Source: an optimization exercise on an open RTL-to-GDS flow (aim: a short achievable clock period and few clock cycles). Production flows keep margins and buffers that such runs may drop. Only the layout flow was run in this run; the RTL was not checked for function there. No activity file was given, so power comes from the tool's default toggle rates.

==> flow/design.v <==
module cpu(clk,reset,s,in,out,N,V,Z,w,mem_addr,mem_cmd);
	input clk, reset, s;
	input [15:0] in;
	output N, V, Z, w;
	output [1:0] mem_cmd;
	output [8:0] mem_addr;
	output [15:0] out;
	reg N, V, Z, w;
	reg [1:0] mem_cmd;
	reg [8:0] mem_addr;
	reg [15:0] out;
	function [13:0] predec;
		input [15:0] x;
		reg movi, movr, add, cmp, andi, mvn, ldr, str, halt;
		begin
			movi = (x[15:11] == 5'b11010);
			movr = (x[15:11] == 5'b11000);
			add  = (x[15:11] == 5'b10100);
			cmp  = (x[15:11] == 5'b10101);
			andi = (x[15:11] == 5'b10110);
			mvn  = (x[15:11] == 5'b10111);
			ldr  = (x[15:13] == 3'b011);
			str  = (x[15:13] == 3'b100);
			halt = (x[15:13] == 3'b111);
			predec = {halt, str, ldr, mvn, andi, cmp, add, movr, movi,
			          add | cmp | andi | ldr | str,    
			          movi,                            
			          str,                             
			          movr | add | andi | mvn | ldr,   
			          movr | add | cmp | andi | mvn};  
		end
	endfunction
	reg [8:0] pc;           
	reg busF, busL;         
	reg prevF, prevL;       
	reg [2:0] bus_rd;       
	reg [2:0] ld_rd;        
	reg [15:0] b0, b1, b2, b3;
	reg [13:0] p0, p1, p2, p3;
	reg [1:0] wp, rp;
	reg [2:0] cnt;
	reg [15:0] q0;
	reg [13:0] qd;
	reg v0;
	reg halt_issued;
	reg ex_v, ex_wen, ex_cmp, ex_ldr, ex_str, ex_halt, ex_and, ex_pass, ex_cin;
	reg [2:0] ex_rd;
	reg [15:0] A, B, S;
	wire d_halt = qd[13], d_str = qd[12], d_ldr = qd[11], d_mvn = qd[10];
	wire d_and = qd[9], d_cmp = qd[8], d_add = qd[7], d_movr = qd[6], d_movi = qd[5];
	wire rA = qd[4], wA = qd[3], rD = qd[2], wD = qd[1], rM = qd[0];
	wire [2:0] fa = q0[10:8];
	wire [2:0] fd = q0[7:5];
	wire [2:0] fm = q0[2:0];
	wire [15:0] sum;
	wire [15:0] res;
	wire [2:0] fl;
	ALU alu(.A(A), .B(B), .cin(ex_cin), .sel_and(ex_and), .sel_pass(ex_pass),
	        .sum(sum), .res(res), .flags(fl));
	wire [15:0] va, vb, vs;
	regfile RF(.clk(clk),
	           .we1(ex_v & ex_wen), .wn1(ex_rd), .wd1(res),
	           .we2(prevL), .wn2(ld_rd), .wd2(in),
	           .rn_a(fa), .rn_b(fm), .rn_s(fd),
	           .da(va), .db(vb), .ds(vs));
	wire [15:0] vb_sh;
	shifter SH(.in(vb), .shift(q0[4:3]), .sout(vb_sh));
	wire [15:0] sx5 = {{11{q0[4]}}, q0[4:0]};
	wire [15:0] sx8 = {{8{q0[7]}}, q0[7:0]};
	wire [15:0] nextB = d_movi ? sx8 :
	                    (d_ldr | d_str) ? sx5 :
	                    ((d_cmp | d_mvn) ? ~vb_sh : vb_sh);
	wire hz_ex = ex_v & ex_ldr &
	             (((rA | wA) & (fa == ex_rd)) | ((rD | wD) & (fd == ex_rd)) |
	              (rM & (fm == ex_rd)));
	wire hz_bus = busL &
	             ((rA & (fa == bus_rd)) | (rD & (fd == bus_rd)) |
	              (rM & (fm == bus_rd)));
	wire rd_go = v0 & ~halt_issued & ~hz_ex & ~hz_bus;
	always @(posedge clk) begin
		A <= va;
		B <= nextB;
		S <= vs;
		ex_rd <= wA ? fa : fd;
		ex_wen <= wA | (wD & ~d_ldr);
		ex_cmp <= d_cmp;
		ex_ldr <= d_ldr;
		ex_str <= d_str;
		ex_halt <= d_halt;
		ex_and <= d_and;
		ex_pass <= d_movi | d_movr | d_mvn;
		ex_cin <= d_cmp;
		if (reset)
			ex_v <= 1'b0;
		else
			ex_v <= rd_go;
	end
	always @(posedge clk) begin
		if (ex_v & ex_cmp) begin
			N <= fl[2];
			V <= fl[1];
			Z <= fl[0];
		end
		if (reset)
			w <= 1'b0;
		else if (ex_v & ex_halt)
			w <= 1'b1;
		if (reset)
			halt_issued <= 1'b0;
		else if (rd_go & d_halt)
			halt_issued <= 1'b1;
	end
	wire ex_mem = ex_v & (ex_ldr | ex_str);
	wire [2:0] pend = cnt + {2'b0, v0} + {2'b0, prevF} + {2'b0, busF};
	wire fetch = s & ~halt_issued & ~w & (pend < 3'd4);
	always @(posedge clk) begin
		if (reset) begin
			mem_cmd <= 2'd1;
			mem_addr <= 9'd0;
			pc <= 9'd1;
			busF <= 1'b1;
			busL <= 1'b0;
			prevF <= 1'b0;
			prevL <= 1'b0;
		end else begin
			prevF <= busF;
			prevL <= busL;
			if (ex_mem) begin
				mem_cmd <= ex_ldr ? 2'd1 : 2'd2;
				mem_addr <= sum[8:0];
				busF <= 1'b0;
				busL <= ex_ldr;
			end else if (fetch) begin
				mem_cmd <= 2'd1;
				mem_addr <= pc;
				pc <= pc + 9'd1;
				busF <= 1'b1;
				busL <= 1'b0;
			end else begin
				mem_cmd <= 2'd0;
				busF <= 1'b0;
				busL <= 1'b0;
			end
		end
		out <= S;
		bus_rd <= ex_rd;
		ld_rd <= bus_rd;
	end
	wire [13:0] pin = predec(in);
	wire ld0 = rd_go | ~v0;
	wire empty = (cnt == 3'd0);
	wire avail = ~empty | prevF;
	wire take = ld0 & avail;
	reg [15:0] bh;
	reg [13:0] ph;
	always @(*) begin
		case (rp)
			2'd0: begin bh = b0; ph = p0; end
			2'd1: begin bh = b1; ph = p1; end
			2'd2: begin bh = b2; ph = p2; end
			default: begin bh = b3; ph = p3; end
		endcase
	end
	always @(posedge clk) begin
		if (prevF) begin
			case (wp)
				2'd0: begin b0 <= in; p0 <= pin; end
				2'd1: begin b1 <= in; p1 <= pin; end
				2'd2: begin b2 <= in; p2 <= pin; end
				default: begin b3 <= in; p3 <= pin; end
			endcase
		end
		if (take) begin
			q0 <= empty ? in : bh;
			qd <= empty ? pin : ph;
		end
		if (reset) begin
			wp <= 2'd0;
			rp <= 2'd0;
			cnt <= 3'd0;
			v0 <= 1'b0;
		end else begin
			if (prevF)
				wp <= wp + 2'd1;
			if (take)
				rp <= rp + 2'd1;
			cnt <= cnt + {2'b0, prevF} - {2'b0, take};
			if (ld0)
				v0 <= avail;
		end
	end
endmodule
module regfile(clk,we1,wn1,wd1,we2,wn2,wd2,rn_a,rn_b,rn_s,da,db,ds);
	input clk, we1, we2;
	input [2:0] wn1, wn2, rn_a, rn_b, rn_s;
	input [15:0] wd1, wd2;
	output [15:0] da, db, ds;
	reg [15:0] R0, R1, R2, R3, R4, R5, R6, R7;
	function [15:0] rd;
		input [2:0] n;
		input [15:0] r0, r1, r2, r3, r4, r5, r6, r7;
		case (n)
			3'd0: rd = r0;
			3'd1: rd = r1;
			3'd2: rd = r2;
			3'd3: rd = r3;
			3'd4: rd = r4;
			3'd5: rd = r5;
			3'd6: rd = r6;
			default: rd = r7;
		endcase
	endfunction
	function [15:0] fw;
		input [2:0] n;
		input [15:0] r;
		input e1, e2;
		input [2:0] n1, n2;
		input [15:0] d1, d2;
		if (e1 && n1 == n)
			fw = d1;
		else if (e2 && n2 == n)
			fw = d2;
		else
			fw = r;
	endfunction
	assign da = fw(rn_a, rd(rn_a, R0, R1, R2, R3, R4, R5, R6, R7), we1, we2, wn1, wn2, wd1, wd2);
	assign db = fw(rn_b, rd(rn_b, R0, R1, R2, R3, R4, R5, R6, R7), we1, we2, wn1, wn2, wd1, wd2);
	assign ds = fw(rn_s, rd(rn_s, R0, R1, R2, R3, R4, R5, R6, R7), we1, we2, wn1, wn2, wd1, wd2);
	always @(posedge clk) begin
		if (we1 && wn1 == 3'd0) R0 <= wd1; else if (we2 && wn2 == 3'd0) R0 <= wd2;
		if (we1 && wn1 == 3'd1) R1 <= wd1; else if (we2 && wn2 == 3'd1) R1 <= wd2;
		if (we1 && wn1 == 3'd2) R2 <= wd1; else if (we2 && wn2 == 3'd2) R2 <= wd2;
		if (we1 && wn1 == 3'd3) R3 <= wd1; else if (we2 && wn2 == 3'd3) R3 <= wd2;
		if (we1 && wn1 == 3'd4) R4 <= wd1; else if (we2 && wn2 == 3'd4) R4 <= wd2;
		if (we1 && wn1 == 3'd5) R5 <= wd1; else if (we2 && wn2 == 3'd5) R5 <= wd2;
		if (we1 && wn1 == 3'd6) R6 <= wd1; else if (we2 && wn2 == 3'd6) R6 <= wd2;
		if (we1 && wn1 == 3'd7) R7 <= wd1; else if (we2 && wn2 == 3'd7) R7 <= wd2;
	end
endmodule
module shifter(in,shift,sout);
	input [15:0] in;
	input [1:0] shift;
	output [15:0] sout;
	reg [15:0] sout;
	always @(*) begin
		case(shift)
			0: sout = in;
			1: sout = {in[14:0], 1'b0};
			2: sout = {1'b0, in[15:1]};
			default: sout = {in[15], in[15:1]};
		endcase
	end
endmodule
module ALU(A,B,cin,sel_and,sel_pass,sum,res,flags);
	input [15:0] A, B;
	input cin, sel_and, sel_pass;
	output [15:0] sum, res;
	output [2:0] flags;
	assign sum = A + B + {15'b0, cin};
	assign res = sel_and ? (A & B) : (sel_pass ? B : sum);
	assign flags = {sum[15], (A[15] != B[15]) && (sum[15] != A[15]), sum == 16'b0};
endmodule
==> flow/run.sh <==
#!/bin/bash
# synth_recipe.tcl (not shown) runs the flow's synth.tcl, then flattens the netlist and writes it again
# the make line also repeats each setting of config.mk as NAME=value (left out here)
make -C /OpenROAD-flow-scripts/flow DESIGN_CONFIG=/design/flow/config.mk WORK_HOME=/design/flow/orfs CLKGATE_MAP_FILE= SYNTH_SCRIPT=/design/flow/synth_recipe.tcl finish
==> flow/config.mk <==
export PLATFORM = sky130hd
export DESIGN_NAME = cpu
export DESIGN_NICKNAME = cpu
export VERILOG_FILES = /design/flow/design.v
export SDC_FILE = /design/flow/constraint.sdc
export NUM_CORES = 4
export LEC_CHECK = 0
export CAP_MARGIN = 20
export CORE_MARGIN = 2
export CORE_UTILIZATION = 40
export SETUP_SLACK_MARGIN = 4
export SLEW_MARGIN = 20
==> flow/constraint.sdc <==
create_clock -name core_clock -period 6.0 [get_ports {clk}]
set_input_delay 1.2000 -clock core_clock [delete_from_list [all_inputs] [get_ports {clk}]]
set_output_delay 1.2000 -clock core_clock [all_outputs]
set_load 0.01 [all_outputs]
==> notes.md <==
## report_power, final
part	internal (mW)	leakage, nW	total (mW)	switching (mW)
Clock	1.51	0.680	2.56	1.06
Sequential	3.26	3.18	3.76	0.493
Combinational	4.89	6.02	11.0	6.12
## cells by family (layout without fill, tap and decap cells)
family,Yosys count,after routing,synth area share
flip-flops,356,356,0.485
AO/OA/AOI/OAI,547,550,0.183
buffers and inverters,198,361,0.0408
AND/OR/NAND/NOR,514,514,0.121
other,0,1,0
adder cells (fa/ha/maj),32,32,0.0219
multiplexers,190,190,0.122
XOR/XNOR,58,58,0.0258
## final cells by class
class                           count  area share
Antenna cell                        1   0.0000955
Multi-Input combinational cell   1344       0.431
Sequential cell                   356       0.366
Timing Repair inverter              1    0.000430
Clock inverter                     26     0.00778
Timing Repair Buffer              248       0.111
Clock buffer                       50      0.0453
Tap cell                          664      0.0317
Inverter                           36     0.00644
## Yosys cell counts (33+ instances only)
| cell | instances | area (um2) |
|---|---|---|
| edfxtp_1 | 241 | 7240 |
| inv_1 | 33 | 124 |
| o21ai_0 | 188 | 941 |
| mux2i_1 | 72 | 721 |
| nor2_1 | 104 | 390 |
| a21oi_1 | 82 | 410 |
| xnor2_1 | 42 | 368 |
| clkbuf_1 | 122 | 458 |
| nand3_1 | 40 | 200 |
| nand2_1 | 218 | 818 |
| mux2_2 | 87 | 980 |
| dfxtp_1 | 115 | 2300 |
## how the worst min path moves through the flow
stage,from,endpoint,depth (start not counted)
3_5_place_dp,S[3]$_DFF_P_,out[3]$_DFF_P_,0
5_1_grt,S[4]$_DFF_P_,out[4]$_DFF_P_,0
3_3_place_gp,S[4]$_DFF_P_,out[4]$_DFF_P_,0
6_report,S[4]$_DFF_P_,out[4]$_DFF_P_,0
2_1_floorplan,S[0]$_DFF_P_,out[0]$_DFF_P_,0
4_1_cts,S[4]$_DFF_P_,out[4]$_DFF_P_,0
## through the flow
stage,area [um2],hold slack (ps),power [mW]
6_report,26200,324,17.3
5_1_grt,26200,328,18.0
4_1_cts,24900,325,15.7
3_5_place_dp,21400,312,11.1
3_3_place_gp,21400,315,11.0
2_1_floorplan,20400,310,8.92
## state kept, by name, indices dropped and copies added (netlist names), 16 cells and up
signal  cells
A          16
B          16
RF.R0      16
RF.R1      16
RF.R2      16
RF.R3      16
RF.R4      16
RF.R5      16
RF.R6      16
RF.R7      16
S          16
out        16
## routing by layer
metal  vias up  global-route usage
met4         0               0.170
met3       254              0.0546
li1       7450                   -
met1      8403               0.370
met2      1004               0.438
met5         -                   0
## placed cells by master, fill, tap and decap left out, types with 21 or more instances in the layout
cell       instances
nor2b_1           21
nand2_1          209
a21oi_1           55
buf_4            104
mux2_4            25
dfxtp_1           79
nand3_1           32
edfxtp_1         241
o21ai_0           91
a222oi_1          22
mux2_2            62
mux4_2            31
mux2i_1           66
buf_6             60
o211ai_1          29
o21ai_1           59
xnor2_1           34
a21o_1            23
dfxtp_2           32
nor2_1            85
inv_1             26
o211a_1           23
o21ai_2           34
buf_12            33
clkbuf_16         53
## repair_timing
action	in CTS	in global routing
endpoints found under the hold margin	0	0
resized for setup	413	188
pin swaps	60	62
endpoints found under the setup margin	443	364
gates cloned	12	7
setup buffers	87	45
==> notes.md <==
status -> no timing/DRC/antenna violations
WL final -> 74.9 mm
first-pass GRT wire length -> 106 mm
RSZ-0062 raised after global routing -> yes
synth-to-layout area growth -> 33.2%
CP max stage delay -> 500 ps
die width -> 226 um
worst-margin pin slew -> 926 ps
mapped cell area -> 19,700 um2
sequential area share after synthesis -> 0.485
Iteration-0 DRC Markers -> 2,017
Final WS setup -> 3000 ps
Via Count -> 17,100
clock skew -> 27.3 ps
row cnt -> 81
Synth Flop Type -> edfxtp_1
number of global-route vias before repair -> 16,100
CTS Buffer Depth -> 3
slowest stage cell, crit path -> mux4_2
FF+latch area -> 9590 um2
Synth Net Count -> 1,946
Peak VDD IR -> 0.304 mV
CP arrival -> 3450 ps
multi-input logic area -> 11,300 um2
setup TNS -> 0 ps
RR Endpoint -> B[8]$_DFF_P_
Clk Latency, worst-skew pair -> 590 ps
Critical Path Start Type -> flip-flop
routed vias/inst -> 6.28
DR top layer -> met4
hold buffers post-CTS -> 0
met1 wire length -> 29.8 mm
Max Cap Viol -> 0
largest net degree at the start of global routing -> 45
Yosys cell types -> 81
NumNets Final -> 2,079
Reg2Reg Depth -> 10
Max Clk Rate -> 0.333 GHz
DRC viols -> 0
detailed placement HPWL -> 45.3 mm
total power per unit cell area -> 661 nW/um2
met2 WL -> 32.9 mm
clock buffer count from CTS -> 41
Seq cells post-synth -> 356
All-Layer GR Usage -> 0.284
H-tree level count -> 2
CP top delay family -> simple AND/OR/NAND/NOR gates
TritonCTS clock tree -> done
Reg-to-Reg Start -> q0[0]$_DFFE_PP_
CP endpoint kind -> flip-flop
dpl ws -> 2320 ps
worst-path cell chain -> buf_6, buf_12, inv_12, mux4_2, or3_4, a22oi_2, o21ai_2, and2_4, or4_1, a31o_1
gpl congestion -> 0.922
DRT Pass-1 Iters -> 6
period utilization -> 0.500
asr flop ratio synth -> 0
HP Class -> reg -> reg
pins over their slew limit -> 0
WL/cell -> 27.5 um
Leak -> 9.87 nW
total grt overflow -> 0
Root Buffer -> clkbuf_16
met3 WL -> 7.27 mm
Clk pin slew, worst setup/hold paths -> 60 ps
min Tclk post-route -> 3000 ps
Core Util, Final -> 0.538
critical path type -> reg -> reg
yosys warns -> 3
core area -> 48,700 um2
Routed Antenna Nets -> 0
Mapped Avg Cell Area -> 10.4 um2
antenna violations before repair -> 1
cells after synthesis -> 1,895
crit path from -> q0[0]$_DFFE_PP_
PortBufs -> 49
Die Span Y -> 226 um
Layout Cells excl Fill -> 2,726
Required @ worst endpoint -> 6460 ps
# clock sinks -> 356
Critical Path Sink -> B[8]$_DFF_P_
CP Max Fanout -> 10
I/O pins -> 50
total placed cells including tap cells -> 2,498
Final Hold Fails -> 0
Filler Cell Count -> 4,074
FF-to-FF setup slack -> 3000 ps
share of layout cells above drive strength 1 -> 0.354
Die ar. -> 51,000 um2
number of cells on the critical path -> 10
slew margin rel. -> 0.383
Initial Utilization -> 0.404
WP buf/inv -> 3
Post-synth EDFFs -> 241
Finish-stage setup viols -> 0

==> separate check: timing with driven ports <==
The results above use ideal ports. As a check the final layout listed here was re-extracted and re-timed, cells and wires unchanged.
Step 1 (the two cells are an assumption about what drives the block):
set clk [get_ports {clk}]
set_driving_cell -lib_cell sky130_fd_sc_hd__clkbuf_16 $clk
set_driving_cell -lib_cell sky130_fd_sc_hd__buf_2 [delete_from_list [all_inputs] $clk]
Step 2 also shifts input and output timing later by t, the mid clock arrival at the registers, as if the neighbouring blocks saw the same clock.
Slacks: no drivers / after step 1 / after step 2; pairs: no drivers / after step 1.
t, ns: 0.629
setup slack, ns: 3.001 / 3.001 / 2.631
worst setup path at the end: input to register
After both steps this run still meets setup and hold. The setup slack of this run moves by 0.000 ns with the drivers and by -0.370 ns with both steps.
